Source: an optimization exercise on an open RTL-to-GDS flow (aim: small area, a short achievable clock period and few clock cycles per item). Production flows keep margins and buffers that such runs may drop. In this exercise RTL edits were held to simulation tests only and were not proved equivalent to the original. Power and IR drop assume default switching activity.

## flow/run.sh

```bash
#!/bin/bash
# The standard layout flow (standard.sh), run with a larger setup margin
# for the resizer's timing repair and a smaller cell for the port buffers
# (every port is still buffered). Clock, constraints and every step are
# otherwise unchanged.
set -euo pipefail
MARGIN=${MARGIN:-6.1}
sed -E "s/SETUP_SLACK_MARGIN=[-0-9.]+/SETUP_SLACK_MARGIN=$MARGIN/" standard.sh > standard_margin.sh
grep -q "SETUP_SLACK_MARGIN=$MARGIN" standard_margin.sh
bash standard_margin.sh "BUFFER_PORTS_ARGS=-buffer_cell sky130_fd_sc_hd__buf_2" finish > standard.log 2>&1
```

## design.v

```verilog
module fpmultiplier (output logic [31:0] product, output logic ready,
		input logic [31:0] a, input logic clock, nreset);
logic s_a, s_b, s_x1, s_x2, s_x3, s_f;
always_ff @(posedge clock, negedge nreset)
  if (~nreset) begin
    s_a <= 1'b0; s_b <= 1'b0; s_x1 <= 1'b0; s_x2 <= 1'b0; s_x3 <= 1'b0; s_f <= 1'b0;
    ready <= 1'b0;
  end else begin
    s_a <= ~(s_a | s_b | s_x1 | s_x2 | s_x3 | s_f);
    s_b <= s_a;
    s_x1 <= s_b;
    s_x2 <= s_x1;
    s_x3 <= s_x2;
    s_f <= s_x3;
    ready <= s_f;
  end
logic [8:0] rse1, rse2;
logic [22:0] ra_f;
always_ff @(posedge clock) begin
  rse1 <= a[31:23];
  rse2 <= rse1;
  if (s_a) ra_f <= a[22:0];
end
logic [35:0] enc;
logic [34:0] dg;
logic [23:0] fb_ext;
assign fb_ext = {a[22:0], 1'b0};
assign enc[0] = fb_ext[1] ^ fb_ext[0];
assign enc[1] = (fb_ext[2] & ~fb_ext[1] & ~fb_ext[0]) | (~fb_ext[2] & fb_ext[1] & fb_ext[0]);
assign enc[2] = fb_ext[2];
assign enc[3] = fb_ext[3] ^ fb_ext[2];
assign enc[4] = (fb_ext[4] & ~fb_ext[3] & ~fb_ext[2]) | (~fb_ext[4] & fb_ext[3] & fb_ext[2]);
assign enc[5] = fb_ext[4];
assign enc[6] = fb_ext[5] ^ fb_ext[4];
assign enc[7] = (fb_ext[6] & ~fb_ext[5] & ~fb_ext[4]) | (~fb_ext[6] & fb_ext[5] & fb_ext[4]);
assign enc[8] = fb_ext[6];
assign enc[9] = fb_ext[7] ^ fb_ext[6];
assign enc[10] = (fb_ext[8] & ~fb_ext[7] & ~fb_ext[6]) | (~fb_ext[8] & fb_ext[7] & fb_ext[6]);
assign enc[11] = fb_ext[8];
assign enc[12] = fb_ext[9] ^ fb_ext[8];
assign enc[13] = (fb_ext[10] & ~fb_ext[9] & ~fb_ext[8]) | (~fb_ext[10] & fb_ext[9] & fb_ext[8]);
assign enc[14] = fb_ext[10];
assign enc[15] = fb_ext[11] ^ fb_ext[10];
assign enc[16] = (fb_ext[12] & ~fb_ext[11] & ~fb_ext[10]) | (~fb_ext[12] & fb_ext[11] & fb_ext[10]);
assign enc[17] = fb_ext[12];
assign enc[18] = fb_ext[13] ^ fb_ext[12];
assign enc[19] = (fb_ext[14] & ~fb_ext[13] & ~fb_ext[12]) | (~fb_ext[14] & fb_ext[13] & fb_ext[12]);
assign enc[20] = fb_ext[14];
assign enc[21] = fb_ext[15] ^ fb_ext[14];
assign enc[22] = (fb_ext[16] & ~fb_ext[15] & ~fb_ext[14]) | (~fb_ext[16] & fb_ext[15] & fb_ext[14]);
assign enc[23] = fb_ext[16];
assign enc[24] = fb_ext[17] ^ fb_ext[16];
assign enc[25] = (fb_ext[18] & ~fb_ext[17] & ~fb_ext[16]) | (~fb_ext[18] & fb_ext[17] & fb_ext[16]);
assign enc[26] = fb_ext[18];
assign enc[27] = fb_ext[19] ^ fb_ext[18];
assign enc[28] = (fb_ext[20] & ~fb_ext[19] & ~fb_ext[18]) | (~fb_ext[20] & fb_ext[19] & fb_ext[18]);
assign enc[29] = fb_ext[20];
assign enc[30] = fb_ext[21] ^ fb_ext[20];
assign enc[31] = (fb_ext[22] & ~fb_ext[21] & ~fb_ext[20]) | (~fb_ext[22] & fb_ext[21] & fb_ext[20]);
assign enc[32] = fb_ext[22];
assign enc[33] = fb_ext[23] ^ fb_ext[22];
assign enc[34] = fb_ext[23] & fb_ext[22];
assign enc[35] = 1'b0;
logic [22:0] pf;
always_ff @(posedge clock) begin
  dg[0] <= s_b ? enc[0] : dg[12];
  dg[1] <= s_b ? enc[1] : dg[13];
  dg[2] <= s_b ? enc[2] : dg[14];
  dg[3] <= s_b ? enc[3] : dg[15];
  dg[4] <= s_b ? enc[4] : dg[16];
  dg[5] <= s_b ? enc[5] : dg[17];
  dg[6] <= s_b ? enc[6] : dg[18];
  dg[7] <= s_b ? enc[7] : dg[19];
  dg[8] <= s_b ? enc[8] : dg[20];
  dg[9] <= s_b ? enc[9] : dg[21];
  dg[10] <= s_b ? enc[10] : dg[22];
  dg[11] <= s_b ? enc[11] : dg[23];
  dg[12] <= s_f ? pf[0] : s_b ? enc[12] : dg[24];
  dg[13] <= s_f ? pf[1] : s_b ? enc[13] : dg[25];
  dg[14] <= s_f ? pf[2] : s_b ? enc[14] : dg[26];
  dg[15] <= s_f ? pf[3] : s_b ? enc[15] : dg[27];
  dg[16] <= s_f ? pf[4] : s_b ? enc[16] : dg[28];
  dg[17] <= s_f ? pf[5] : s_b ? enc[17] : dg[29];
  dg[18] <= s_f ? pf[6] : s_b ? enc[18] : dg[30];
  dg[19] <= s_f ? pf[7] : s_b ? enc[19] : dg[31];
  dg[20] <= s_f ? pf[8] : s_b ? enc[20] : dg[32];
  dg[21] <= s_f ? pf[9] : s_b ? enc[21] : dg[33];
  dg[22] <= s_f ? pf[10] : s_b ? enc[22] : dg[34];
  dg[23] <= s_f ? pf[11] : s_b ? enc[23] : 1'b0;
  dg[24] <= s_f ? pf[12] : enc[24];
  dg[25] <= s_f ? pf[13] : enc[25];
  dg[26] <= s_f ? pf[14] : enc[26];
  dg[27] <= s_f ? pf[15] : enc[27];
  dg[28] <= s_f ? pf[16] : enc[28];
  dg[29] <= s_f ? pf[17] : enc[29];
  dg[30] <= s_f ? pf[18] : enc[30];
  dg[31] <= s_f ? pf[19] : enc[31];
  dg[32] <= s_f ? pf[20] : enc[32];
  dg[33] <= s_f ? pf[21] : enc[33];
  dg[34] <= s_f ? pf[22] : enc[34];
end
logic bnz;
assign bnz = |(dg & 35'o33333333333);
logic [7:0] ea, eb;
logic za, zb, fa, fb, nana, nanb, infa, infb;
assign ea = rse2[7:0];
assign eb = rse1[7:0];
assign za = (ea == 8'd0);
assign zb = (eb == 8'd0);
assign fa = (ea == 8'hff);
assign fb = (eb == 8'hff);
assign nana = fa & (ra_f != 23'd0);
assign nanb = fb & bnz;
assign infa = fa & (ra_f == 23'd0);
assign infb = fb & ~bnz;
logic sp_nan, sp_inf, sp_zero, special;
assign sp_nan = nana | nanb | ((infa | infb) & (za | zb));
assign sp_inf = (infa | infb) & ~sp_nan;
assign sp_zero = (za | zb) & ~fa & ~fb;
assign special = fa | fb | za | zb;
logic [8:0] esum;
assign esum = {1'b0, ea} + {1'b0, eb};
logic [7:0] r_e, pe;
logic r_sign, r_nan, r_i0, r_i1, r_z0, r_z1;
always_ff @(posedge clock)
  if (s_x1 | s_f) r_e <= s_f ? pe : esum[7:0] + 8'd129;
always_ff @(posedge clock)
  if (s_x1) begin
    r_sign <= rse2[8] ^ rse1[8];
    r_nan <= sp_nan;
    r_i0 <= sp_nan | sp_inf | (~special & (esum >= 9'd382));
    r_i1 <= sp_nan | sp_inf | (~special & (esum >= 9'd381));
    r_z0 <= sp_zero | (~special & (esum <= 9'd127));
    r_z1 <= sp_zero | (~special & (esum <= 9'd126));
  end
logic [24:0] ma, ma2;
assign ma = {2'b01, ra_f};
assign ma2 = {1'b1, ra_f, 1'b0};
logic [3:0] bone, btwo, bneg, nneg;
assign bone[0] = dg[0];
assign btwo[0] = dg[1];
assign bneg[0] = dg[2];
assign nneg[0] = ~dg[2];
assign bone[1] = dg[3];
assign btwo[1] = dg[4];
assign bneg[1] = dg[5];
assign nneg[1] = ~dg[5];
assign bone[2] = dg[6];
assign btwo[2] = dg[7];
assign bneg[2] = dg[8];
assign nneg[2] = ~dg[8];
assign bone[3] = dg[9];
assign btwo[3] = dg[10];
assign bneg[3] = dg[11];
assign nneg[3] = ~dg[11];
logic [24:0] pp0, pp1, pp2, pp3;
assign pp0 = (({25{bone[0]}} & ma) | ({25{btwo[0]}} & ma2)) ^ {25{bneg[0]}};
assign pp1 = (({25{bone[1]}} & ma) | ({25{btwo[1]}} & ma2)) ^ {25{bneg[1]}};
assign pp2 = (({25{bone[2]}} & ma) | ({25{btwo[2]}} & ma2)) ^ {25{bneg[2]}};
assign pp3 = (({25{bone[3]}} & ma) | ({25{btwo[3]}} & ma2)) ^ {25{bneg[3]}};
logic [32:0] acc_s, acc_c;
logic [24:0] as_in, ac_in;
logic [8:0] low;
assign low = {1'b0, acc_s[7:0]} + {1'b0, acc_c[7:0]};
logic cl_in;
assign cl_in = ~s_x1 & low[8];
assign as_in = s_x1 ? 25'd0 : acc_s[32:8];
assign ac_in = s_x1 ? 25'd0 : acc_c[32:8];
logic [23:0] ma_last;
assign ma_last = s_x3 ? {1'b1, ra_f} : 24'd0;
logic ts1, tc1, ts2, tc2, ts3, tc3, ts4, tc4, ts5, tc5, ts6, tc6, ts7, tc7, ts8, tc8, ts9, tc9, ts10, tc10, ts11, tc11, ts12, tc12, ts13, tc13, ts14, tc14, ts15, tc15, ts16, tc16, ts17, tc17, ts18, tc18, ts19, tc19, ts20, tc20, ts21, tc21, ts22, tc22, ts23, tc23, ts24, tc24, ts25, tc25, ts26, tc26, ts27, tc27, ts28, tc28, ts29, tc29, ts30, tc30, ts31, tc31, ts32, tc32, ts33, tc33, ts34, tc34, ts35, tc35, ts36, tc36, ts37, tc37, ts38, tc38, ts39, tc39, ts40, tc40, ts41, tc41, ts42, tc42, ts43, tc43, ts44, tc44, ts45, tc45, ts46, tc46, ts47, tc47, ts48, tc48, ts49, tc49, ts50, tc50, ts51, tc51, ts52, tc52, ts53, tc53, ts54, tc54, ts55, tc55, ts56, tc56, ts57, tc57, ts58, tc58, ts59, tc59, ts60, tc60, ts61, tc61, ts62, tc62, ts63, tc63, ts64, tc64, ts65, tc65, ts66, tc66, ts67, tc67, ts68, tc68, ts69, tc69, ts70, tc70, ts71, tc71, ts72, tc72, ts73, tc73, ts74, tc74, ts75, tc75, ts76, tc76, ts77, tc77, ts78, tc78, ts79, tc79, ts80, tc80, ts81, tc81, ts82, tc82, ts83, tc83, ts84, tc84, ts85, tc85, ts86, tc86, ts87, tc87, ts88, tc88, ts89, tc89, ts90, tc90, ts91, tc91, ts92, tc92, ts93, tc93, ts94, tc94, ts95, tc95, ts96, tc96, ts97, tc97, ts98, tc98, ts99, tc99, ts100, tc100, ts101, tc101, ts102, tc102, ts103, tc103, ts104, tc104, ts105, tc105, ts106, tc106, ts107, tc107, ts108, tc108, ts109, tc109, ts110, tc110, ts111, tc111, ts112, tc112, ts113, tc113, ts114, tc114, ts115, tc115, ts116, tc116, ts117, tc117, ts118, tc118, ts119, tc119, ts120, tc120, ts121, tc121, ts122, tc122, ts123, tc123, ts124, tc124, ts125, tc125, ts126, tc126, ts127, tc127, ts128, tc128, ts129, tc129, ts130, tc130, ts131, tc131, ts132, tc132, ts133, tc133, ts134, tc134;
fpmul_ha u_ts1 (.a(as_in[6]), .b(ac_in[6]), .s(ts1), .co(tc1));
fpmul_fa u_ts2 (.a(as_in[7]), .b(ac_in[7]), .c(ma_last[0]), .s(ts2), .co(tc2));
fpmul_fa u_ts3 (.a(as_in[8]), .b(ac_in[8]), .c(ma_last[1]), .s(ts3), .co(tc3));
fpmul_fa u_ts4 (.a(as_in[9]), .b(ac_in[9]), .c(ma_last[2]), .s(ts4), .co(tc4));
fpmul_fa u_ts5 (.a(as_in[10]), .b(ac_in[10]), .c(ma_last[3]), .s(ts5), .co(tc5));
fpmul_fa u_ts6 (.a(as_in[11]), .b(ac_in[11]), .c(ma_last[4]), .s(ts6), .co(tc6));
fpmul_fa u_ts7 (.a(as_in[12]), .b(ac_in[12]), .c(ma_last[5]), .s(ts7), .co(tc7));
fpmul_fa u_ts8 (.a(as_in[13]), .b(ac_in[13]), .c(ma_last[6]), .s(ts8), .co(tc8));
fpmul_fa u_ts9 (.a(as_in[14]), .b(ac_in[14]), .c(ma_last[7]), .s(ts9), .co(tc9));
fpmul_fa u_ts10 (.a(as_in[15]), .b(ac_in[15]), .c(ma_last[8]), .s(ts10), .co(tc10));
fpmul_fa u_ts11 (.a(as_in[16]), .b(ac_in[16]), .c(ma_last[9]), .s(ts11), .co(tc11));
fpmul_fa u_ts12 (.a(as_in[17]), .b(ac_in[17]), .c(ma_last[10]), .s(ts12), .co(tc12));
fpmul_fa u_ts13 (.a(as_in[18]), .b(ac_in[18]), .c(ma_last[11]), .s(ts13), .co(tc13));
fpmul_fa u_ts14 (.a(as_in[19]), .b(ac_in[19]), .c(ma_last[12]), .s(ts14), .co(tc14));
fpmul_fa u_ts15 (.a(as_in[20]), .b(ac_in[20]), .c(ma_last[13]), .s(ts15), .co(tc15));
fpmul_fa u_ts16 (.a(as_in[21]), .b(ac_in[21]), .c(ma_last[14]), .s(ts16), .co(tc16));
fpmul_fa u_ts17 (.a(as_in[22]), .b(ac_in[22]), .c(ma_last[15]), .s(ts17), .co(tc17));
fpmul_fa u_ts18 (.a(as_in[23]), .b(ac_in[23]), .c(ma_last[16]), .s(ts18), .co(tc18));
fpmul_fa u_ts19 (.a(as_in[24]), .b(ac_in[24]), .c(ma_last[17]), .s(ts19), .co(tc19));
fpmul_ha u_ts20 (.a(s_x1), .b(ma_last[18]), .s(ts20), .co(tc20));
fpmul_ha u_ts21 (.a(as_in[0]), .b(ac_in[0]), .s(ts21), .co(tc21));
fpmul_ha u_ts22 (.a(as_in[2]), .b(ac_in[2]), .s(ts22), .co(tc22));
fpmul_ha u_ts23 (.a(as_in[3]), .b(ac_in[3]), .s(ts23), .co(tc23));
fpmul_fa u_ts24 (.a(as_in[4]), .b(ac_in[4]), .c(bneg[2]), .s(ts24), .co(tc24));
fpmul_ha u_ts25 (.a(pp0[4]), .b(pp1[2]), .s(ts25), .co(tc25));
fpmul_fa u_ts26 (.a(as_in[5]), .b(ac_in[5]), .c(pp0[5]), .s(ts26), .co(tc26));
fpmul_ha u_ts27 (.a(pp1[3]), .b(pp2[1]), .s(ts27), .co(tc27));
fpmul_fa u_ts28 (.a(ts1), .b(bneg[3]), .c(pp0[6]), .s(ts28), .co(tc28));
fpmul_fa u_ts29 (.a(pp1[4]), .b(pp2[2]), .c(pp3[0]), .s(ts29), .co(tc29));
fpmul_fa u_ts30 (.a(tc1), .b(ts2), .c(pp0[7]), .s(ts30), .co(tc30));
fpmul_fa u_ts31 (.a(pp1[5]), .b(pp2[3]), .c(pp3[1]), .s(ts31), .co(tc31));
fpmul_fa u_ts32 (.a(ts3), .b(tc2), .c(pp0[8]), .s(ts32), .co(tc32));
fpmul_fa u_ts33 (.a(pp1[6]), .b(pp2[4]), .c(pp3[2]), .s(ts33), .co(tc33));
fpmul_fa u_ts34 (.a(ts4), .b(tc3), .c(pp0[9]), .s(ts34), .co(tc34));
fpmul_fa u_ts35 (.a(pp1[7]), .b(pp2[5]), .c(pp3[3]), .s(ts35), .co(tc35));
fpmul_fa u_ts36 (.a(ts5), .b(tc4), .c(pp0[10]), .s(ts36), .co(tc36));
fpmul_fa u_ts37 (.a(pp1[8]), .b(pp2[6]), .c(pp3[4]), .s(ts37), .co(tc37));
fpmul_fa u_ts38 (.a(ts6), .b(tc5), .c(pp0[11]), .s(ts38), .co(tc38));
fpmul_fa u_ts39 (.a(pp1[9]), .b(pp2[7]), .c(pp3[5]), .s(ts39), .co(tc39));
fpmul_fa u_ts40 (.a(ts7), .b(tc6), .c(pp0[12]), .s(ts40), .co(tc40));
fpmul_fa u_ts41 (.a(pp1[10]), .b(pp2[8]), .c(pp3[6]), .s(ts41), .co(tc41));
fpmul_fa u_ts42 (.a(ts8), .b(tc7), .c(pp0[13]), .s(ts42), .co(tc42));
fpmul_fa u_ts43 (.a(pp1[11]), .b(pp2[9]), .c(pp3[7]), .s(ts43), .co(tc43));
fpmul_fa u_ts44 (.a(ts9), .b(tc8), .c(pp0[14]), .s(ts44), .co(tc44));
fpmul_fa u_ts45 (.a(pp1[12]), .b(pp2[10]), .c(pp3[8]), .s(ts45), .co(tc45));
fpmul_fa u_ts46 (.a(ts10), .b(tc9), .c(pp0[15]), .s(ts46), .co(tc46));
fpmul_fa u_ts47 (.a(pp1[13]), .b(pp2[11]), .c(pp3[9]), .s(ts47), .co(tc47));
fpmul_fa u_ts48 (.a(ts11), .b(tc10), .c(pp0[16]), .s(ts48), .co(tc48));
fpmul_fa u_ts49 (.a(pp1[14]), .b(pp2[12]), .c(pp3[10]), .s(ts49), .co(tc49));
fpmul_fa u_ts50 (.a(ts12), .b(tc11), .c(pp0[17]), .s(ts50), .co(tc50));
fpmul_fa u_ts51 (.a(pp1[15]), .b(pp2[13]), .c(pp3[11]), .s(ts51), .co(tc51));
fpmul_fa u_ts52 (.a(ts13), .b(tc12), .c(pp0[18]), .s(ts52), .co(tc52));
fpmul_fa u_ts53 (.a(pp1[16]), .b(pp2[14]), .c(pp3[12]), .s(ts53), .co(tc53));
fpmul_fa u_ts54 (.a(ts14), .b(tc13), .c(pp0[19]), .s(ts54), .co(tc54));
fpmul_fa u_ts55 (.a(pp1[17]), .b(pp2[15]), .c(pp3[13]), .s(ts55), .co(tc55));
fpmul_fa u_ts56 (.a(ts15), .b(tc14), .c(pp0[20]), .s(ts56), .co(tc56));
fpmul_fa u_ts57 (.a(pp1[18]), .b(pp2[16]), .c(pp3[14]), .s(ts57), .co(tc57));
fpmul_fa u_ts58 (.a(ts16), .b(tc15), .c(pp0[21]), .s(ts58), .co(tc58));
fpmul_fa u_ts59 (.a(pp1[19]), .b(pp2[17]), .c(pp3[15]), .s(ts59), .co(tc59));
fpmul_fa u_ts60 (.a(ts17), .b(tc16), .c(pp0[22]), .s(ts60), .co(tc60));
fpmul_fa u_ts61 (.a(pp1[20]), .b(pp2[18]), .c(pp3[16]), .s(ts61), .co(tc61));
fpmul_fa u_ts62 (.a(ts18), .b(tc17), .c(pp0[23]), .s(ts62), .co(tc62));
fpmul_fa u_ts63 (.a(pp1[21]), .b(pp2[19]), .c(pp3[17]), .s(ts63), .co(tc63));
fpmul_fa u_ts64 (.a(ts19), .b(tc18), .c(pp0[24]), .s(ts64), .co(tc64));
fpmul_fa u_ts65 (.a(pp1[22]), .b(pp2[20]), .c(pp3[18]), .s(ts65), .co(tc65));
fpmul_fa u_ts66 (.a(ts20), .b(nneg[0]), .c(tc19), .s(ts66), .co(tc66));
fpmul_fa u_ts67 (.a(pp1[23]), .b(pp2[21]), .c(pp3[19]), .s(ts67), .co(tc67));
assign ts68 = 1'b1 ^ ma_last[19] ^ tc20;
assign tc68 = (1'b1 & ma_last[19]) | (1'b1 & tc20) | (ma_last[19] & tc20);
fpmul_fa u_ts69 (.a(pp1[24]), .b(pp2[22]), .c(pp3[20]), .s(ts69), .co(tc69));
fpmul_fa u_ts70 (.a(ma_last[20]), .b(nneg[1]), .c(pp2[23]), .s(ts70), .co(tc70));
assign ts71 = 1'b1 ^ ma_last[21];
assign tc71 = 1'b1 & ma_last[21];
fpmul_ha u_ts72 (.a(ts21), .b(bneg[0]), .s(ts72), .co(tc72));
fpmul_fa u_ts73 (.a(as_in[1]), .b(ac_in[1]), .c(tc21), .s(ts73), .co(tc73));
fpmul_fa u_ts74 (.a(ts22), .b(bneg[1]), .c(pp0[2]), .s(ts74), .co(tc74));
fpmul_fa u_ts75 (.a(ts23), .b(tc22), .c(pp0[3]), .s(ts75), .co(tc75));
fpmul_fa u_ts76 (.a(tc23), .b(ts24), .c(pp2[0]), .s(ts76), .co(tc76));
fpmul_fa u_ts77 (.a(tc24), .b(ts27), .c(tc25), .s(ts77), .co(tc77));
fpmul_fa u_ts78 (.a(tc27), .b(ts28), .c(ts29), .s(ts78), .co(tc78));
fpmul_fa u_ts79 (.a(ts30), .b(ts31), .c(tc28), .s(ts79), .co(tc79));
fpmul_fa u_ts80 (.a(ts32), .b(ts33), .c(tc30), .s(ts80), .co(tc80));
fpmul_fa u_ts81 (.a(ts34), .b(ts35), .c(tc32), .s(ts81), .co(tc81));
fpmul_fa u_ts82 (.a(ts36), .b(ts37), .c(tc34), .s(ts82), .co(tc82));
fpmul_fa u_ts83 (.a(ts38), .b(ts39), .c(tc36), .s(ts83), .co(tc83));
fpmul_fa u_ts84 (.a(ts40), .b(ts41), .c(tc38), .s(ts84), .co(tc84));
fpmul_fa u_ts85 (.a(ts42), .b(ts43), .c(tc40), .s(ts85), .co(tc85));
fpmul_fa u_ts86 (.a(ts44), .b(ts45), .c(tc42), .s(ts86), .co(tc86));
fpmul_fa u_ts87 (.a(ts46), .b(ts47), .c(tc44), .s(ts87), .co(tc87));
fpmul_fa u_ts88 (.a(ts48), .b(ts49), .c(tc46), .s(ts88), .co(tc88));
fpmul_fa u_ts89 (.a(ts50), .b(ts51), .c(tc48), .s(ts89), .co(tc89));
fpmul_fa u_ts90 (.a(ts52), .b(ts53), .c(tc50), .s(ts90), .co(tc90));
fpmul_fa u_ts91 (.a(ts54), .b(ts55), .c(tc52), .s(ts91), .co(tc91));
fpmul_fa u_ts92 (.a(ts56), .b(ts57), .c(tc54), .s(ts92), .co(tc92));
fpmul_fa u_ts93 (.a(ts58), .b(ts59), .c(tc56), .s(ts93), .co(tc93));
fpmul_fa u_ts94 (.a(ts60), .b(ts61), .c(tc58), .s(ts94), .co(tc94));
fpmul_fa u_ts95 (.a(ts62), .b(ts63), .c(tc60), .s(ts95), .co(tc95));
fpmul_fa u_ts96 (.a(ts64), .b(ts65), .c(tc62), .s(ts96), .co(tc96));
fpmul_fa u_ts97 (.a(ts66), .b(ts67), .c(tc64), .s(ts97), .co(tc97));
fpmul_fa u_ts98 (.a(ts68), .b(tc66), .c(ts69), .s(ts98), .co(tc98));
fpmul_fa u_ts99 (.a(tc68), .b(pp3[21]), .c(ts70), .s(ts99), .co(tc99));
fpmul_fa u_ts100 (.a(ts71), .b(pp2[24]), .c(pp3[22]), .s(ts100), .co(tc100));
fpmul_fa u_ts101 (.a(ma_last[22]), .b(tc71), .c(nneg[2]), .s(ts101), .co(tc101));
assign ts102 = 1'b1 ^ ma_last[23];
assign tc102 = 1'b1 & ma_last[23];
fpmul_ha u_ts103 (.a(cl_in), .b(ts72), .s(ts103), .co(tc103));
fpmul_fa u_ts104 (.a(tc72), .b(ts73), .c(pp0[1]), .s(ts104), .co(tc104));
fpmul_fa u_ts105 (.a(tc73), .b(pp1[0]), .c(ts74), .s(ts105), .co(tc105));
fpmul_fa u_ts106 (.a(pp1[1]), .b(ts75), .c(tc74), .s(ts106), .co(tc106));
fpmul_fa u_ts107 (.a(ts25), .b(ts76), .c(tc75), .s(ts107), .co(tc107));
fpmul_fa u_ts108 (.a(ts26), .b(tc76), .c(ts77), .s(ts108), .co(tc108));
fpmul_fa u_ts109 (.a(tc26), .b(tc77), .c(ts78), .s(ts109), .co(tc109));
fpmul_fa u_ts110 (.a(tc29), .b(ts79), .c(tc78), .s(ts110), .co(tc110));
fpmul_fa u_ts111 (.a(tc31), .b(ts80), .c(tc79), .s(ts111), .co(tc111));
fpmul_fa u_ts112 (.a(tc33), .b(ts81), .c(tc80), .s(ts112), .co(tc112));
fpmul_fa u_ts113 (.a(tc35), .b(ts82), .c(tc81), .s(ts113), .co(tc113));
fpmul_fa u_ts114 (.a(tc37), .b(ts83), .c(tc82), .s(ts114), .co(tc114));
fpmul_fa u_ts115 (.a(tc39), .b(ts84), .c(tc83), .s(ts115), .co(tc115));
fpmul_fa u_ts116 (.a(tc41), .b(ts85), .c(tc84), .s(ts116), .co(tc116));
fpmul_fa u_ts117 (.a(tc43), .b(ts86), .c(tc85), .s(ts117), .co(tc117));
fpmul_fa u_ts118 (.a(tc45), .b(ts87), .c(tc86), .s(ts118), .co(tc118));
fpmul_fa u_ts119 (.a(tc47), .b(ts88), .c(tc87), .s(ts119), .co(tc119));
fpmul_fa u_ts120 (.a(tc49), .b(ts89), .c(tc88), .s(ts120), .co(tc120));
fpmul_fa u_ts121 (.a(tc51), .b(ts90), .c(tc89), .s(ts121), .co(tc121));
fpmul_fa u_ts122 (.a(tc53), .b(ts91), .c(tc90), .s(ts122), .co(tc122));
fpmul_fa u_ts123 (.a(tc55), .b(ts92), .c(tc91), .s(ts123), .co(tc123));
fpmul_fa u_ts124 (.a(tc57), .b(ts93), .c(tc92), .s(ts124), .co(tc124));
fpmul_fa u_ts125 (.a(tc59), .b(ts94), .c(tc93), .s(ts125), .co(tc125));
fpmul_fa u_ts126 (.a(tc61), .b(ts95), .c(tc94), .s(ts126), .co(tc126));
fpmul_fa u_ts127 (.a(tc63), .b(ts96), .c(tc95), .s(ts127), .co(tc127));
fpmul_fa u_ts128 (.a(tc65), .b(ts97), .c(tc96), .s(ts128), .co(tc128));
fpmul_fa u_ts129 (.a(tc67), .b(ts98), .c(tc97), .s(ts129), .co(tc129));
fpmul_fa u_ts130 (.a(tc69), .b(ts99), .c(tc98), .s(ts130), .co(tc130));
fpmul_fa u_ts131 (.a(ts100), .b(tc70), .c(tc99), .s(ts131), .co(tc131));
fpmul_fa u_ts132 (.a(ts101), .b(pp3[23]), .c(tc100), .s(ts132), .co(tc132));
fpmul_fa u_ts133 (.a(ts102), .b(pp3[24]), .c(tc101), .s(ts133), .co(tc133));
fpmul_ha u_ts134 (.a(tc102), .b(nneg[3]), .s(ts134), .co(tc134));
always_ff @(posedge clock) begin
  acc_s <= {1'b1, ts134, ts133, ts132, ts131, ts130, ts129, ts128, ts127, ts126, ts125, ts124, ts123, ts122, ts121, ts120, ts119, ts118, ts117, ts116, ts115, ts114, ts113, ts112, ts111, ts110, ts109, ts108, ts107, ts106, ts105, ts104, ts103};
  acc_c <= {tc134, tc133, tc132, tc131, tc130, tc129, tc128, tc127, tc126, tc125, tc124, tc123, tc122, tc121, tc120, tc119, tc118, tc117, tc116, tc115, tc114, tc113, tc112, tc111, tc110, tc109, tc108, tc107, tc106, tc105, tc104, tc103, pp0[0]};
end
logic [31:0] p;
assign p = acc_s[31:0] + acc_c[31:0];
logic hi, zr, ir;
assign hi = p[31];
assign zr = hi ? r_z1 : r_z0;
assign ir = hi ? r_i1 : r_i0;
assign pe = zr ? 8'd0 : ir ? 8'hff : (hi ? r_e + 8'd1 : r_e);
assign pf = (zr | ir) ? {22'd0, r_nan} : (hi ? p[30:8] : p[29:7]);
assign product = {r_sign, r_e, dg[34:12]};
endmodule
module fpmul_fa (input logic a, b, c, output logic s, co);
  assign s = a ^ b ^ c;
  assign co = (a & b) | (a & c) | (b & c);
endmodule
module fpmul_ha (input logic a, b, output logic s, co);
  assign s = a ^ b;
  assign co = a & b;
endmodule
```

## standard.sh

```bash
#!/bin/bash
# synth_recipe.tcl (not shown) runs the flow's synth.tcl, then flattens the netlist and writes it again
# the make line also repeats each setting of config.mk as NAME=value (left out here)
make -C /OpenROAD-flow-scripts/flow DESIGN_CONFIG=/design/flow/config.mk WORK_HOME=/design/flow/orfs CLKGATE_MAP_FILE= SYNTH_SCRIPT=/design/flow/synth_recipe.tcl "${@:-finish}"
```

## constraint.sdc

```tcl
create_clock -name core_clock -period 9.0 [get_ports {clock}]
set_input_delay 1.8000 -clock core_clock [delete_from_list [all_inputs] [get_ports {clock}]]
set_output_delay 1.8000 -clock core_clock [all_outputs]
set_load 0.01 [all_outputs]
```

## config.mk

```make
export PLATFORM = sky130hd
export DESIGN_NAME = fpmultiplier
export DESIGN_NICKNAME = fpmultiplier
export VERILOG_FILES = /design/flow/design.v
export SDC_FILE = /design/flow/constraint.sdc
export NUM_CORES = 4
export LEC_CHECK = 0
export ABC_CLOCK_PERIOD_IN_PS = 3500
export CAP_MARGIN = 20
export CORE_MARGIN = 2
export CORE_UTILIZATION = 40
export CTS_BUF_LIST = sky130_fd_sc_hd__clkbuf_4 sky130_fd_sc_hd__clkbuf_8
export PLACE_DENSITY = 0.6
export SETUP_SLACK_MARGIN = 5
export SLEW_MARGIN = 20
export SYNTH_HIERARCHICAL = 1
```

==> qor.yml, run 1 <==
status: "complete, no violations"
start_kind: "flop"
dieWidth_um: 176
critPathKind: "reg2reg"
tns_ns: 0
cpPeakStageDelay_ns: 0.58
path_clk_slew_ns: 0.09
synth_top_cell_by_area: "fa_1"
rsz0062_at_grt: "true"
synth_edf_count: 37
ctsHoldBuffers: 0
n_antenna_cell: 0
path_cells: "buf_12, nor2b_2, fa_1, fa_1, fa_1, fa_1"
reg2reg_to: "acc_s[10]"
switchingPower_mw: 2.02
fillers: 2694
drive_above_1_share_pct: 20.6
coreArea_um2: 29400
synth_common_cells: "xnor2_1, fa_1, dfxtp_1"
cts_made_buffers: 17
hpwl_mm: 24.3
firstDrtPassIters: 5
grt_start_max_net_pins: 42
h-tree-depth: 4
yosys_warnings: 7
drtAntennaViolNets: 0
clock_skew_ns: 0.0148
hold_end: "rse2[8]"
path_common_cell: "fa_1"
grt_pass1_vias: 9227
clockRootBuffer: "clkbuf_8"
hold_viol: 0
cts_tree: "done"
cts_sinks: 162
nets: 1402
finalCriticalPeriod_ns: 2.97
clk_latency_ns: 0.49
post-route-drc-count: 0
worstRegToRegCells: 6
gp_congestion: 0.899
drt_iter0_drc: 814
vias: 8967
p_leak_nw: 5.30
synthArstFlopShare_pct: 4.32
cts_max_path_buffers: 2
portBuffers: 66
ys_seq_area_share_pct: 30.7
min_from: "rse1[8]"
routed_wl_mm: 34.9
drv_cap: 0
power_frac_seq_pct: 25.2
cp.required_ns: 9.35
post-synth-top-area-fraction_pct: 20.6
regToRegStartpoint: "s_x1"
yosysUniqueCellTypes: 70
critPathBufInv: 1
startpoint: "s_x1"
grt_use_total_pct: 23.1
max-vdd-ir-drop_mv: 0.162
io_pins: 67
hold_ws_ns: 0.368
hp-class: "reg2reg"
netlist_instances: 1135
max_freq_ghz: 0.337
fin_crit_sh_pct: 33.0
slowest_stage: "fa_1"
syn_to_final_growth_pct: 14.1
grt-ovfl-total: 0
avgSynthCellArea_um2: 10.5
sw_frac_of_total_pct: 44.1
ys_seq_elements: 162
p_int_mw: 2.56
crit_family: "adder cells"
netlist_area_um2: 11900
r2r_slack_ns: 6.03
row_count: 63
fin_cells: 1595
synthTopCellsByArea: "fa_1, dfxtp_1, xnor2_1, edfxtp_1, a22oi_1"
avgViaCountPerCell: 5.62
start_util_pct: 40.4
avgRoutedWirePerCell_um: 21.9
setup_ws_ns: 6.03
hold_depth: 0
die_area_um2: 31100
finalSetupViolCount: 0
arrival_ns: 3.32
synthFlopType: "dfxtp_1"
dpl.cell_count: 1523
slew_headroom_pct: 37.4
synthesis.nets: 1345
p_clk_share_pct: 12.6
synthMostInstantiatedCell: "xnor2_1"
dieHeight_um: 176
crit_path_end_kind: "flop"
finalMaxSlewViolations: 0
tightest_slew_ns: 0.932
p_per_area_nw_per_um2: 338
pre_cts_slack_ns: 5.46
path_max_fanout: 18
grt_pass1_wl_mm: 54.3
power_frac_comb_pct: 62.2
grt_antenna_before_repair: 0
[cell families (layout without fill, tap and decap cells)]
family	count (synthesis)	after routing	synth area share, %
fa+ha+maj	176	176	26.3
compound gates	258	258	15.4
mux	8	8	0.727
simple gates	275	276	11.9
xor+xnor	150	150	11.1
flops	162	162	30.7
buf+inv	106	175	3.84
[how the worst max path moves through the flow]
stage | end | slack, ns | cells after the start
floorplan | acc_s[10] | 6.02 | 6
global placement | acc_s[7] | 5.52 | 6
detailed placement | acc_s[7] | 5.46 | 6
CTS | acc_s[13] | 6.03 | 6
global route | acc_s[7] | 5.96 | 6
finish | acc_s[10] | 6.03 | 6
[power groups by stage]
stage          registers [mW]  logic [mW]  clock network (mW)
6_report                 1.15        2.85               0.578
5_1_grt                  1.17        3.18               0.615
4_1_cts                  1.15        2.73               0.590
3_5_place_dp             1.16        2.63                   0
3_3_place_gp             1.16        2.58                   0
2_1_floorplan            1.11        1.96                   0
[routing by layer]
layer  vias up  wire [um]  share of wire [%]  GRT usage [%]
li1       4096          -                  -              -
met4         0        682                2.0           6.44
met5         -          0                  0              0
met2       342      16300                 47           36.8
met1      4485      15200                 44           31.5
met3        44       2780                8.0           5.38
[flip-flops by register name, summed over array words and instances (netlist names), 8 cells and up]
register and count:
acc_c 33, acc_s 32, dg 35, r_e 8, ra_f 23, rse1 9, rse2 9
[layout make-up]
| class | instances | area (um^2) | area share (%) |
|---|---|---|---|
| Clock inverter | 15 | 180 | 1.33 |
| Clock buffer | 17 | 234 | 1.73 |
| Timing Repair Buffer | 122 | 807 | 5.96 |
| Tap cell | 390 | 488 | 3.60 |
| Sequential cell | 162 | 3660 | 27.0 |
| Inverter | 21 | 78.8 | 0.582 |
| Multi-Input combinational cell | 868 | 8090 | 59.8 |
[metrics by stage]
stage | total power [mW] | instance area (um^2) | utilization, %
2_1_floorplan | 3.07 | 11900 | -
3_3_place_gp | 3.74 | 12500 | 42.4
3_5_place_dp | 3.79 | 12500 | 42.4
4_1_cts | 4.47 | 13300 | 45.3
5_1_grt | 4.97 | 13500 | 46.1
6_report | 4.58 | 13500 | 46.1
[per-module statistics from Yosys, one instance, submodules excluded]
module,flip-flops and latches,cells,copies in the design,area (um^2)
fpmul_fa,0,1,121,20.0
fpmul_ha,0,1,10,12.5
fpmultiplier,162,1004,1,9330
[cell usage in the layout, fill, tap and decap left out, types with 4 or more instances in the layout]
cell      instances
a211oi_1          5
a21o_1           10
a21oi_1          43
a221o_1           7
a221o_2           5
a22oi_1          92
a31oi_1           4
and2_1           22
and3_1            8
buf_2            66
buf_4            49
clkbuf_8         17
dfrtp_1           6
dfxtp_1         110
dfxtp_2           8
edfxtp_1         37
fa_1            121
ha_1             43
ha_2              7
ha_4              4
inv_1            21
inv_6             5
mux2_2            5
nand2_1          47
nand3_1          21
nand4_1          12
nor2_1           63
nor2b_1          19
nor2b_2          32
nor3_1           14
nor4_1           15
o211ai_1         10
o21a_1            5
o21ai_0          25
o21bai_1          8
o22ai_1           7
xnor2_1         127
xor2_1           23
[what timing repair did]
action,in CTS,in global routing
endpoints found under the hold margin,0,0
cloned,1,0
setup endpoints to repair,87,86
resized for setup,65,30
pin swaps,24,23
setup buffers,27,12
Testbench counts, summed over its fixed seeds: cycles 28,000, items 4,000.
==> run 2, diff against run 1 <==
--- a/flow/run.sh
+++ b/flow/run.sh
@@ -4,7 +4,7 @@
 # (every port is still buffered). Clock, constraints and every step are
 # otherwise unchanged.
 set -euo pipefail
-MARGIN=${MARGIN:-6.1}
+MARGIN=${MARGIN:-5.9}
 sed -E "s/SETUP_SLACK_MARGIN=[-0-9.]+/SETUP_SLACK_MARGIN=$MARGIN/" standard.sh > standard_margin.sh
 grep -q "SETUP_SLACK_MARGIN=$MARGIN" standard_margin.sh
 bash standard_margin.sh "BUFFER_PORTS_ARGS=-buffer_cell sky130_fd_sc_hd__buf_2" finish > standard.log 2>&1
==> qor.yml, run 2 <==
synth_edf_count: 37
coreArea_um2: 29400
fin_crit_sh_pct: 34.1
synth_common_cells: "xnor2_1, fa_1, dfxtp_1"
dpl.cell_count: 1522
finalCriticalPeriod_ns: 3.06
cts_max_path_buffers: 2
dieHeight_um: 176
cts_tree: "done"
fin_area_um2: 13000
final_common_cell: "xnor2_1"
fillers: 2789
io_pins: 67
fin_cells: 1559
tightest_slew_ns: 0.919
synth_compound_area_share_pct: 15.4
setup_ws_ns: 5.94
seqCellArea_um2: 3660
grt_start_max_net_pins: 42
drt_iter0_drc: 611
ctsHoldBuffers: 0
dieWidth_um: 176
tns_ns: 0
netlist_area_um2: 11900
ys_seq_elements: 162
cts_made_buffers: 17
p_total_mw: 4.32
synthArstFlopShare_pct: 4.32
grt-ovfl-total: 0
cpPeakStageDelay_ns: 0.57
post-route-drc-count: 0
synthesis.nets: 1345
pre_cts_slack_ns: 5.53
die_area_um2: 31100
firstDrtPassIters: 5
yosys_warnings: 7
synthFlopType: "dfxtp_1"
slew_headroom_pct: 38.2
slowest_stage: "or4_4"
arrival_ns: 3.27
path_max_fanout: 9
synth_top_cell_by_area: "fa_1"
crit_path_end_kind: "flop"
synthAdderAreaFrac_pct: 26.3
worstRegToRegCells: 9
clock_skew_ns: 0.0205
grt_antenna_before_repair: 0
synth_top_family_by_area: "adder cells"
regMostFlops: "dg"
final_core_util_pct: 44.2
yosysUniqueCellTypes: 70
netlist_instances: 1135
cp.required_ns: 9.21
avgRoutedWirePerCell_um: 21.3
hpwl_mm: 24.2
placed_area_um2: 12400
largest_reg_flops: 35
critPathKind: "reg2reg"
nets: 1366
cts_sinks: 162
hold_depth: 0
p_leak_nw: 5.06
max-vdd-ir-drop_mv: 0.142
p_per_area_nw_per_um2: 333
vias: 8714
rsz0062_at_grt: "true"
grt_use_total_pct: 22.0
path_clk_slew_ns: 0.09
h-tree-depth: 4
avgViaCountPerCell: 5.59
start_kind: "flop"
drv_cap: 0
synth-simple-area-share_pct: 11.9
hold_ws_ns: 0.367
finalMaxSlewViolations: 0
max_freq_ghz: 0.326
path_common_cell: "and2_4"
grt_pass1_vias: 8956
start_util_pct: 40.4
routed_wl_mm: 33.2
finalSetupViolCount: 0
synth_xor_area_share_pct: 11.1
clockRootBuffer: "clkbuf_8"
status: "complete, no violations"
reg.largest.list: "dg: 35 flops, acc_c: 33 flops, acc_s: 32 flops"
gp_congestion: 0.868
multi_input_area_um2: 7870
synthTopCellsByArea: "fa_1, dfxtp_1, xnor2_1, edfxtp_1, a22oi_1"
path_cells: "ha_1, and3_1, a22oi_1, a31oi_2, and2_4, or4_4, and2_4, o211ai_4, o22ai_1"
hp-class: "reg2reg"
avgSynthCellArea_um2: 10.5
final_cell_mix: "xnor2_1, fa_1, dfxtp_1"
portBuffers: 66
ys_seq_area_share_pct: 30.7
grt_pass1_wl_mm: 51.8
syn_to_final_growth_pct: 9.45
drtAntennaViolNets: 0
synthMostInstantiatedCell: "xnor2_1"
synthMuxAreaShare_pct: 0.727
post-synth-top-area-fraction_pct: 20.6
clk_latency_ns: 0.47
hold_viol: 0
n_antenna_cell: 0
row_count: 63
drive_above_1_share_pct: 14.0
## run 2: cell type report
class / instances / share of cell area, %
multi-input combinational: 867 / 60.6
sequential: 162 / 28.1
timing repair buffer: 87 / 3.95
tap: 390 / 3.75
clock buffer: 20 / 2.07
clock inverter: 12 / 0.943
inverter: 21 / 0.606
## run 2: metal layers
layer	routed length [um]	GRT usage, %	share of wire (%)	up-vias
li1	-	-	-	4020
met1	14900	30.3	45	4341
met2	15400	35.0	46	301
met3	2030	3.94	6.1	52
met4	830	7.54	2.5	0
met5	0	0	0	-
## run 2: kinds of logic (layout without fill, tap and decap cells)
logic type	count (synthesis)	after routing
xor gates and xnor gates	150	150
DFF	162	162
muxes	8	8
adders and majority gates	176	176
buffers and inverters	106	140
AOI/OAI and AO/OA	258	258
and+or+nand+nor	275	275
## run 2: Yosys stat by module, one instance, submodules excluded
module,cells inside,area [um^2]
fpmul_fa,1,20.0
fpmultiplier,1004,9330
fpmul_ha,1,12.5
## run 2: worst paths after layout
| kind | start | to | slack, ns |
|---|---|---|---|
| worst max register to register | acc_s[18] | r_e[0] | 5.94 |
| worst min register to register | rse1[8] | rse2[8] | 0.37 |
| worst max-delay path | acc_s[18] | r_e[0] | 5.94 |
| worst min-delay path | rse1[8] | rse2[8] | 0.37 |
| max in group asynchronous | nreset | s_x1 | 7.68 |
| min in group asynchronous | nreset | s_f | 1.15 |
## run 2: power breakdown
group          total, mW  internal [mW]  switching, mW
registers           1.16          0.992          0.163
clock network      0.536          0.243          0.293
logic               2.63           1.16           1.47
## run 2: timing repair
action                     4_1_cts  5_1_grt
setup endpoints to repair       54       61
pin swaps                        0        3
setup buffers                    1        4
gates resized for setup         12       19
## run 2: worst max-delay path: cells and delay by family, from the launching register on
family | cells | cell delay [ns]
simple gates | 4 | 1.22
compound gates | 4 | 0.86
fa+ha+maj | 1 | 0.38
flops | 1 | 0.34
==> run 3, diff against run 2 <==
--- a/flow/run.sh
+++ b/flow/run.sh
@@ -4,7 +4,7 @@
 # (every port is still buffered). Clock, constraints and every step are
 # otherwise unchanged.
 set -euo pipefail
-MARGIN=${MARGIN:-5.9}
+MARGIN=${MARGIN:-6.0}
 sed -E "s/SETUP_SLACK_MARGIN=[-0-9.]+/SETUP_SLACK_MARGIN=$MARGIN/" standard.sh > standard_margin.sh
 grep -q "SETUP_SLACK_MARGIN=$MARGIN" standard_margin.sh
 bash standard_margin.sh "BUFFER_PORTS_ARGS=-buffer_cell sky130_fd_sc_hd__buf_2" finish > standard.log 2>&1
--- a/config.mk
+++ b/config.mk
@@ -14,3 +14,4 @@
 export SETUP_SLACK_MARGIN = 5
 export SLEW_MARGIN = 20
 export SYNTH_HIERARCHICAL = 1
+export TNS_END_PERCENT = 20
==> qor.yml, run 3 <==
synth_edf_count: 37
grt_use_total_pct: 22.1
crit_path_end_kind: "flop"
p_total_mw: 4.41
post-route-drc-count: 0
synth_common_cells: "xnor2_1, fa_1, dfxtp_1"
yosys_warnings: 7
synthesis.nets: 1345
synth_top_cell_by_area: "fa_1"
grt_start_max_net_pins: 42
ys_seq_area_share_pct: 30.7
start_kind: "flop"
grt_antenna_before_repair: 0
p_per_area_nw_per_um2: 327
gp_congestion: 0.868
switchingPower_mw: 1.96
path_max_fanout: 8
fin_cells: 1581
drtAntennaViolNets: 0
die_area_um2: 31100
finalSetupViolCount: 0
vias: 8957
p_leak_nw: 5.29
p_int_mw: 2.45
netlist_instances: 1135
hpwl_mm: 24.2
dieWidth_um: 176
status: "complete, no violations"
dieHeight_um: 176
coreArea_um2: 29400
io_pins: 67
r2r_slack_ns: 5.98
hold_viol: 0
n_antenna_cell: 0
avgRoutedWirePerCell_um: 22.0
fin_crit_sh_pct: 33.6
p_clk_share_pct: 12.2
ctsHoldBuffers: 0
cts_tree: "done"
largest_reg_flops: 35
synthTopCellsByArea: "fa_1, dfxtp_1, xnor2_1, edfxtp_1, a22oi_1"
arrival_ns: 3.37
ys_seq_elements: 162
regMostFlops: "dg"
clk_latency_ns: 0.47
power_frac_comb_pct: 61.5
drive_above_1_share_pct: 19.1
routed_wl_mm: 34.7
row_count: 63
slew_headroom_pct: 40.0
netlist_area_um2: 11900
post-synth-top-area-fraction_pct: 20.6
cts_sinks: 162
final_common_cell: "xnor2_1"
grt-ovfl-total: 0
firstDrtPassIters: 5
avgSynthCellArea_um2: 10.5
placed_area_um2: 12400
fin_area_um2: 13500
tightest_slew_ns: 0.893
cts_max_path_buffers: 2
reg.largest.list: "dg: 35 flops, acc_c: 33 flops, acc_s: 32 flops"
finalCriticalPeriod_ns: 3.02
avgViaCountPerCell: 5.67
grt_pass1_vias: 8970
cts_made_buffers: 17
sw_frac_of_total_pct: 44.5
clockRootBuffer: "clkbuf_8"
max-vdd-ir-drop_mv: 0.145
nets: 1388
h-tree-depth: 4
finalMaxSlewViolations: 0
power_frac_seq_pct: 26.3
synthFlopType: "dfxtp_1"
hp-class: "reg2reg"
portBuffers: 66
path_clk_slew_ns: 0.09
yosysUniqueCellTypes: 70
critPathKind: "reg2reg"
synthArstFlopShare_pct: 4.32
grt_pass1_wl_mm: 52.1
start_util_pct: 40.4
cp.required_ns: 9.35
syn_to_final_growth_pct: 13.5
clock_skew_ns: 0.0167
final_cell_mix: "xnor2_1, fa_1, dfxtp_1"
rsz0062_at_grt: "true"
dpl.cell_count: 1522
synthMostInstantiatedCell: "xnor2_1"
max_freq_ghz: 0.331
tns_ns: 0
drt_iter0_drc: 801
final_core_util_pct: 45.8
drv_cap: 0
-- run 3: cell types whose count changed in the layout (fill, tap and decap cells not counted), moves of 13 or more --
cell,previous run,this run
nor2b_1,49,19
nor2b_2,5,22
nor2b_4,0,13
buf_4,19,33
-- run 3: final timing paths --
| check | from | endpoint | depth (start not counted) |
|---|---|---|---|
| hold / removal | rse1[8] | rse2[8] | 0 |
| min in group asynchronous | nreset | s_f | 1 |
| setup / recovery | s_x1 | acc_s[17] | 6 |
| setup reg to reg | s_x1 | acc_s[17] | 6 |
| max in group asynchronous | nreset | s_x1 | 1 |
| hold reg to reg | rse1[8] | rse2[8] | 0 |
-- run 3: kinds of logic (layout without fill, tap and decap cells) --
family                     after synthesis  in the layout  synth area share, %
muxes                                    8              8                0.727
and+or+nand+nor                        275            275                 11.9
buffers and inverters                  106            162                 3.84
DFF                                    162            162                 30.7
adders and majority gates              176            176                 26.3
AOI/OAI and AO/OA                      258            258                 15.4
xor gates and xnor gates               150            150                 11.1
-- run 3: what timing repair did --
action | 4_1_cts | 5_1_grt
gates resized for setup | 25 | 68
setup endpoints to repair | 74 | 70
hold endpoints to repair | 0 | 0
pin swaps | 2 | 44
buffers inserted | 6 | 15
cloned | 0 | 6
-- run 3: cell type report --
type | instances | area (um^2)
clock buffers | 20 | 269
repair buffers | 109 | 786
inverters | 21 | 78.8
clock inverters | 12 | 123
well taps | 390 | 488
fillers | 2754 | 15900
flip-flops and latches | 162 | 3660
multi-input cells | 867 | 8080
-- run 3: metal layers --
| metal | vias up | track usage (%) | share of wire [%] |
|---|---|---|---|
| li1 | 4070 | - | - |
| met1 | 4514 | 30.5 | 44 |
| met2 | 331 | 35.2 | 47 |
| met3 | 42 | 4.39 | 6.8 |
| met4 | 0 | 6.96 | 2.2 |
| met5 | - | 0 | 0 |
-- run 3: metrics by stage --
stage	hold WS, ns	setup slack, ns
after floorplan	0.349	5.92
after global placement	0.354	5.58
after detailed placement	0.354	5.53
after CTS	0.366	5.98
after global routing	0.381	5.91
final	0.367	5.98
-- run 3: modules after synthesis, one instance, submodules excluded --
module	cell area (um^2)	flops+latches
fpmul_ha	12.5	0
fpmultiplier	9330	162
fpmul_fa	20.0	0
-- run 3: worst max-delay path: stages (launching register included) --
cell	delay, ns
dfrtp_4	0.60
clkbuf_16	0.22
nor2b_2	0.13
fa_1	0.44
fa_1	0.50
fa_1	0.59
fa_1	0.42
-- run 3: power by group through the flow --
stage / registers [mW] / logic (mW) / clock network (mW)
3_3_place_gp: 1.17 / 2.51 / 0
3_5_place_dp: 1.17 / 2.59 / 0
6_report: 1.16 / 2.71 / 0.537
5_1_grt: 1.18 / 3.06 / 0.579
4_1_cts: 1.15 / 2.62 / 0.546
2_1_floorplan: 1.11 / 1.96 / 0
==> run 4, diff against run 3 <==
--- a/config.mk
+++ b/config.mk
@@ -14,4 +14,4 @@
 export SETUP_SLACK_MARGIN = 5
 export SLEW_MARGIN = 20
 export SYNTH_HIERARCHICAL = 1
-export TNS_END_PERCENT = 20
+export TNS_END_PERCENT = 0
==> qor.yml, run 4 <==
p_leak_nw: 5.25
cts_made_buffers: 17
rsz0062_at_grt: "true"
io_pins: 67
regMostFlops: "dg"
routed_wl_mm: 34.2
netlist_area_um2: 11900
dr.max_layer_used: "met4"
cts_max_path_buffers: 2
post-route-drc-count: 0
setup_ws_ns: 5.97
syn_to_final_growth_pct: 12.5
path_clk_slew_ns: 0.09
avgSynthCellArea_um2: 10.5
seqCellArea_um2: 3660
drv_cap: 0
nets: 1381
finalCriticalPeriod_ns: 3.03
status: "complete, no violations"
netlist_instances: 1135
largest_reg_flops: 35
clk_latency_ns: 0.47
gp_congestion: 0.868
p_per_area_nw_per_um2: 327
hpwl_mm: 24.2
synthFlopType: "dfxtp_1"
avgRoutedWirePerCell_um: 21.7
portBuffers: 66
finalMaxSlewViolations: 0
firstDrtPassIters: 5
clock_skew_ns: 0.0210
fin_crit_sh_pct: 33.6
max_freq_ghz: 0.330
finalSetupViolCount: 0
drive_above_1_share_pct: 17.8
arrival_ns: 3.24
drtAntennaViolNets: 0
reg.largest.list: "dg: 35 flops, acc_c: 33 flops, acc_s: 32 flops"
dieHeight_um: 176
hold_ws_ns: 0.368
max-vdd-ir-drop_mv: 0.142
ys_seq_elements: 162
pre_cts_slack_ns: 5.53
hold_viol: 0
hp-class: "reg2reg"
avgViaCountPerCell: 5.62
drt_iter0_drc: 678
grt_start_max_net_pins: 42
synth_top_cell_by_area: "fa_1"
cpPeakStageDelay_ns: 0.58
start_util_pct: 40.4
vias: 8848
multi_input_area_um2: 8040
ys_seq_area_share_pct: 30.7
clockRootBuffer: "clkbuf_8"
cts_sinks: 162
fin_area_um2: 13400
grt_pass1_wl_mm: 51.9
route.met2.wl_mm: 15.9
tns_ns: 0
grt_use_total_pct: 22.0
path_cells: "ha_1, and3_1, a22oi_1, a31oi_2, and2_4, or4_4, and2_4, o211ai_4, o22ai_1"
critPathKind: "reg2reg"
slew_headroom_pct: 37.3
start_kind: "flop"
coreArea_um2: 29400
tightest_slew_ns: 0.934
fillers: 2752
synthTopCellsByArea: "fa_1, dfxtp_1, xnor2_1, edfxtp_1, a22oi_1"
synth_common_cells: "xnor2_1, fa_1, dfxtp_1"
n_antenna_cell: 0
path_common_cell: "and2_4"
final_common_cell: "xnor2_1"
cts_tree: "done"
post-synth-top-area-fraction_pct: 20.6
crit_path_end_kind: "flop"
h-tree-depth: 4
grt_pass1_vias: 8975
synthMostInstantiatedCell: "xnor2_1"
row_count: 63
path_max_fanout: 9
final_cell_mix: "xnor2_1, fa_1, dfxtp_1"
dr_wl_met3_mm: 2.12
die_area_um2: 31100
slowest_stage: "or4_4"
synthesis.nets: 1345
placed_area_um2: 12400
yosys_warnings: 7
synth_edf_count: 37
grt-ovfl-total: 0
dieWidth_um: 176
grt_antenna_before_repair: 0
yosysUniqueCellTypes: 70
cp.required_ns: 9.21
wl_met1_mm: 15.3
synthArstFlopShare_pct: 4.32
==> run 4: cell types whose count changed in the layout (fill, tap and decap cells not counted), sizes merged <==
cell / before / now
buf: 106 / 99
==> run 4: kinds of logic after synthesis <==
family,after synthesis,synth area share [%]
compound gates,258,15.4
xor+xnor,150,11.1
fa+ha+maj,176,26.3
buf+inv,106,3.84
flops,162,30.7
mux,8,0.727
simple gates,275,11.9
==> run 4: power breakdown <==
| part | total (mW) | switching, mW | internal (mW) |
|---|---|---|---|
| registers | 1.16 | 0.169 | 0.993 |
| clock network | 0.537 | 0.294 | 0.243 |
| logic | 2.68 | 1.48 | 1.20 |
| total | 4.37 | 1.94 | 2.43 |
==> run 4: critical path: cells and delay by family, from the launching register on <==
kind,cells,cell delay (ns)
AND/OR/NAND/NOR,4,1.23
AO/OA/AOI/OAI,4,0.83
flip-flops,1,0.34
adder cells (fa/ha/maj),1,0.36
==> run 4: layer usage <==
layer | vias up | global-route usage [%]
met5 | - | 0
met4 | 0 | 7.51
met3 | 56 | 3.98
met2 | 313 | 35.1
met1 | 4421 | 30.3
li1 | 4058 | -
==> run 4: per-module statistics from Yosys (local to each module, per instance) <==
module        cells  flip-flops and latches  times used  area (um^2)
fpmultiplier   1004                     162           1         9330
fpmul_fa          1                       0         121         20.0
fpmul_ha          1                       0          10         12.5
==> run 4: metrics by stage <==
stage / instances / power, mW / util [%]
5_1_grt: 1574 / 4.78 / 45.4
4_1_cts: 1557 / 4.31 / 43.9
3_5_place_dp: 1522 / 3.76 / 42.3
3_3_place_gp: 1522 / 3.68 / 42.3
6_report: 1574 / 4.37 / 45.4
2_1_floorplan: 1135 / 3.07 / -
==> run 4: path summary, 6_finish.rpt <==
check	startpoint	to	slack, ns	depth (start not counted)
setup / recovery	acc_s[17]	r_e[0]	5.97	9
hold / removal	rse1[8]	rse2[8]	0.37	0
setup reg to reg	acc_s[17]	r_e[0]	5.97	9
hold reg to reg	rse1[8]	rse2[8]	0.37	0
max in group asynchronous	nreset	s_x1	7.69	1
min in group asynchronous	nreset	s_f	1.14	1
==> run 4: final cells by class <==
cell class | count | share of cell area [%]
timing repair buffer | 102 | 5.31
multi-input combinational | 867 | 60.2
clock inverter | 12 | 0.918
clock buffer | 20 | 2.01
inverter | 21 | 0.590
sequential | 162 | 27.4
tap | 390 | 3.65
==> run 4: what timing repair did <==
item / 4_1_cts / 5_1_grt
pin swaps: 2 / 32
buffers inserted: 3 / 11
cloned: 0 / 6
hold buffers: 0 / 0
resized for setup: 20 / 64
setup endpoints to repair: 74 / 68
==> run 5, diff against run 4 <==
--- a/config.mk
+++ b/config.mk
@@ -14,4 +14,3 @@
 export SETUP_SLACK_MARGIN = 5
 export SLEW_MARGIN = 20
 export SYNTH_HIERARCHICAL = 1
-export TNS_END_PERCENT = 0
==> qor.yml, run 5 <==
max_freq_ghz: 0.332
grt_pass1_vias: 9024
row_count: 63
path_common_cell: "fa_1"
cts_sinks: 162
post-route-drc-count: 0
grt_antenna_before_repair: 1
p_per_area_nw_per_um2: 338
largest_reg_flops: 35
ys_seq_elements: 162
route.met2.wl_mm: 15.5
regMostFlops: "dg"
n_antenna_cell: 0
path_clk_slew_ns: 0.10
synthFlopType: "dfxtp_1"
cts_max_path_buffers: 2
grt_start_max_net_pins: 61
fillers: 2800
arrival_ns: 3.35
grt-ovfl-total: 0
synthTopCellsByArea: "fa_1, dfxtp_1, xnor2_1, edfxtp_1, a22oi_1"
ys_seq_area_share_pct: 30.7
drtAntennaViolNets: 0
cp.required_ns: 9.35
yosysUniqueCellTypes: 70
tns_ns: 0
avgRoutedWirePerCell_um: 21.4
dr_wl_met3_mm: 2.66
synthesis.nets: 1345
wl_met1_mm: 14.8
drive_above_1_share_pct: 17.7
max-vdd-ir-drop_mv: 0.158
start_util_pct: 40.4
avgSynthCellArea_um2: 10.5
synth_common_cells: "xnor2_1, fa_1, dfxtp_1"
synthArstFlopShare_pct: 4.32
drv_cap: 0
grt_use_total_pct: 22.3
crit_family: "adder cells"
hp-class: "reg2reg"
slew_headroom_pct: 44.8
hpwl_mm: 24.0
final_cell_mix: "xnor2_1, fa_1, dfxtp_1"
finalMaxSlewViolations: 0
crit_path_end_kind: "flop"
finalSetupViolCount: 0
path_max_fanout: 30
gp_congestion: 0.902
clockRootBuffer: "clkbuf_8"
slowest_stage: "fa_1"
dieWidth_um: 176
coreArea_um2: 29400
cpPeakStageDelay_ns: 0.59
syn_to_final_growth_pct: 11.4
status: "complete, no violations"
die_area_um2: 31100
dr.max_layer_used: "met5"
h-tree-depth: 4
yosys_warnings: 7
critPathKind: "reg2reg"
drt_iter0_drc: 804
vias: 8876
cts_tree: "done"
tightest_slew_ns: 0.820
final_common_cell: "xnor2_1"
synth_edf_count: 37
synthMostInstantiatedCell: "xnor2_1"
clock_skew_ns: 0.0223
final_core_util_pct: 45.0
nets: 1383
netlist_instances: 1135
synth_top_cell_by_area: "fa_1"
cts_made_buffers: 17
fin_crit_sh_pct: 33.4
avgViaCountPerCell: 5.63
clk_latency_ns: 0.47
reg.largest.list: "dg: 35 flops, acc_c: 33 flops, acc_s: 32 flops"
critPathBufInv: 1
grt_pass1_wl_mm: 52.5
dieHeight_um: 176
finalCriticalPeriod_ns: 3.01
portBuffers: 66
routed_wl_mm: 33.8
rsz0062_at_grt: "true"
p_leak_nw: 5.18
io_pins: 67
path_cells: "buf_12, nor2b_1, fa_1, fa_1, fa_1, fa_1"
hold_viol: 0
post-synth-top-area-fraction_pct: 20.6
start_kind: "flop"
netlist_area_um2: 11900
firstDrtPassIters: 6
==> run 5: changes by cell type in the layout (fill, tap and decap cells not counted), sizes merged <==
cell	delta
buf	+4
clkbuf	-3
clkinvlp	-2
clkinv	-3
inv	+6
==> run 5: per-stage QoR <==
step | total power, mW | worst slack (ns) | hold slack (ns) | area [um^2] | cells
2_1_floorplan | 3.07 | 6.01 | 0.349 | 11900 | 1135
3_3_place_gp | 3.82 | 5.63 | 0.353 | 12400 | 1521
3_5_place_dp | 3.86 | 5.59 | 0.355 | 12400 | 1521
4_1_cts | 4.43 | 5.94 | 0.369 | 13000 | 1563
5_1_grt | 4.89 | 5.92 | 0.389 | 13200 | 1576
6_report | 4.47 | 5.99 | 0.368 | 13200 | 1576
==> run 5: worst register-to-register path, stage by stage (launching register included) <==
cell and delay (ns):
dfrtp_2 0.48, buf_12 0.19, nor2b_1 0.20, fa_1 0.45, fa_1 0.54, fa_1 0.60
fa_1 0.43
==> run 5: layer usage <==
layer / up-vias / track usage [%]
met3: 54 / 4.69
met5: - / 0
met4: 2 / 7.06
li1: 4060 / -
met2: 364 / 35.1
met1: 4396 / 31.0
==> run 5: area by class of cell <==
type / count / area, um^2 / share of cell area (%)
Inverter: 21 / 78.8 / 0.596
Clock inverter: 13 / 136 / 1.03
Tap cell: 390 / 488 / 3.69
Multi-Input combinational cell: 867 / 7960 / 60.1
Clock buffer: 19 / 249 / 1.88
Timing Repair Buffer: 104 / 662 / 5.00
Sequential cell: 162 / 3660 / 27.6
==> run 5: worst paths after layout <==
path | startpoint | to | slack, ns | cells after the start
setup / recovery | s_x1 | acc_s[23] | 5.99 | 6
setup reg to reg | s_x1 | acc_s[23] | 5.99 | 6
hold reg to reg | rse1[8] | rse2[8] | 0.37 | 0
max in group asynchronous | nreset | s_f | 7.69 | 1
hold / removal | rse1[8] | rse2[8] | 0.37 | 0
min in group asynchronous | nreset | s_x3 | 1.14 | 1
==> run 5: where the power goes <==
group	internal (mW)	total, mW	switching, mW
combinational	1.23	2.78	1.56
sequential	0.993	1.15	0.153
clock	0.236	0.544	0.307
==> run 5: what timing repair did <==
action,CTS,global route
pin swaps,2,3
hold buffers,0,0
gates resized for setup,21,40
setup endpoints to repair,73,59
setup buffers,10,12
cloned,0,1
==> run 5: cell families after synthesis <==
group / after synthesis / synth area share (%)
simple gates: 275 / 11.9
compound gates: 258 / 15.4
fa+ha+maj: 176 / 26.3
flops: 162 / 30.7
xor+xnor: 150 / 11.1
buf+inv: 106 / 3.84
mux: 8 / 0.727
==> run 5: Yosys stat by module, one instance, submodules excluded <==
module	area, um^2	times used
fpmul_fa	20.0	121
fpmultiplier	9330	1
fpmul_ha	12.5	10

-- re-timing with driven ports --
Ports are ideal in the flow. The routed layouts listed here were re-timed in OpenROAD. Step 1: set_driving_cell puts a clkbuf_16 on clock and a buf_2 on each other input, an assumption about the parent block. Step 2 times the ports against the registers' clock, not the clock port: input delays grow and output delays shrink by t, the midpoint of the rising clock arrivals with the driver on. Slacks: ideal / step 1 / step 2; pairs: ideal / step 1.
run	t (ns)	setup slack, ns	slew at the worst register clock pin (ns)	worst data-port slew with drivers (ns)	pins driven straight from the clock port
run 1	0.526	6.030 / 6.030 / 6.030	0.10 / 0.10	0.04	1
run 2	0.504	5.935 / 5.935 / 5.935	0.10 / 0.10	0.04	1
run 3	0.510	5.976 / 5.976 / 5.976	0.10 / 0.10	0.04	1
run 4	0.508	5.973 / 5.973 / 5.973	0.10 / 0.10	0.04	1
run 5	0.508	5.991 / 5.991 / 5.991	0.11 / 0.11	0.03	1
After both steps every run listed still meets setup and hold.
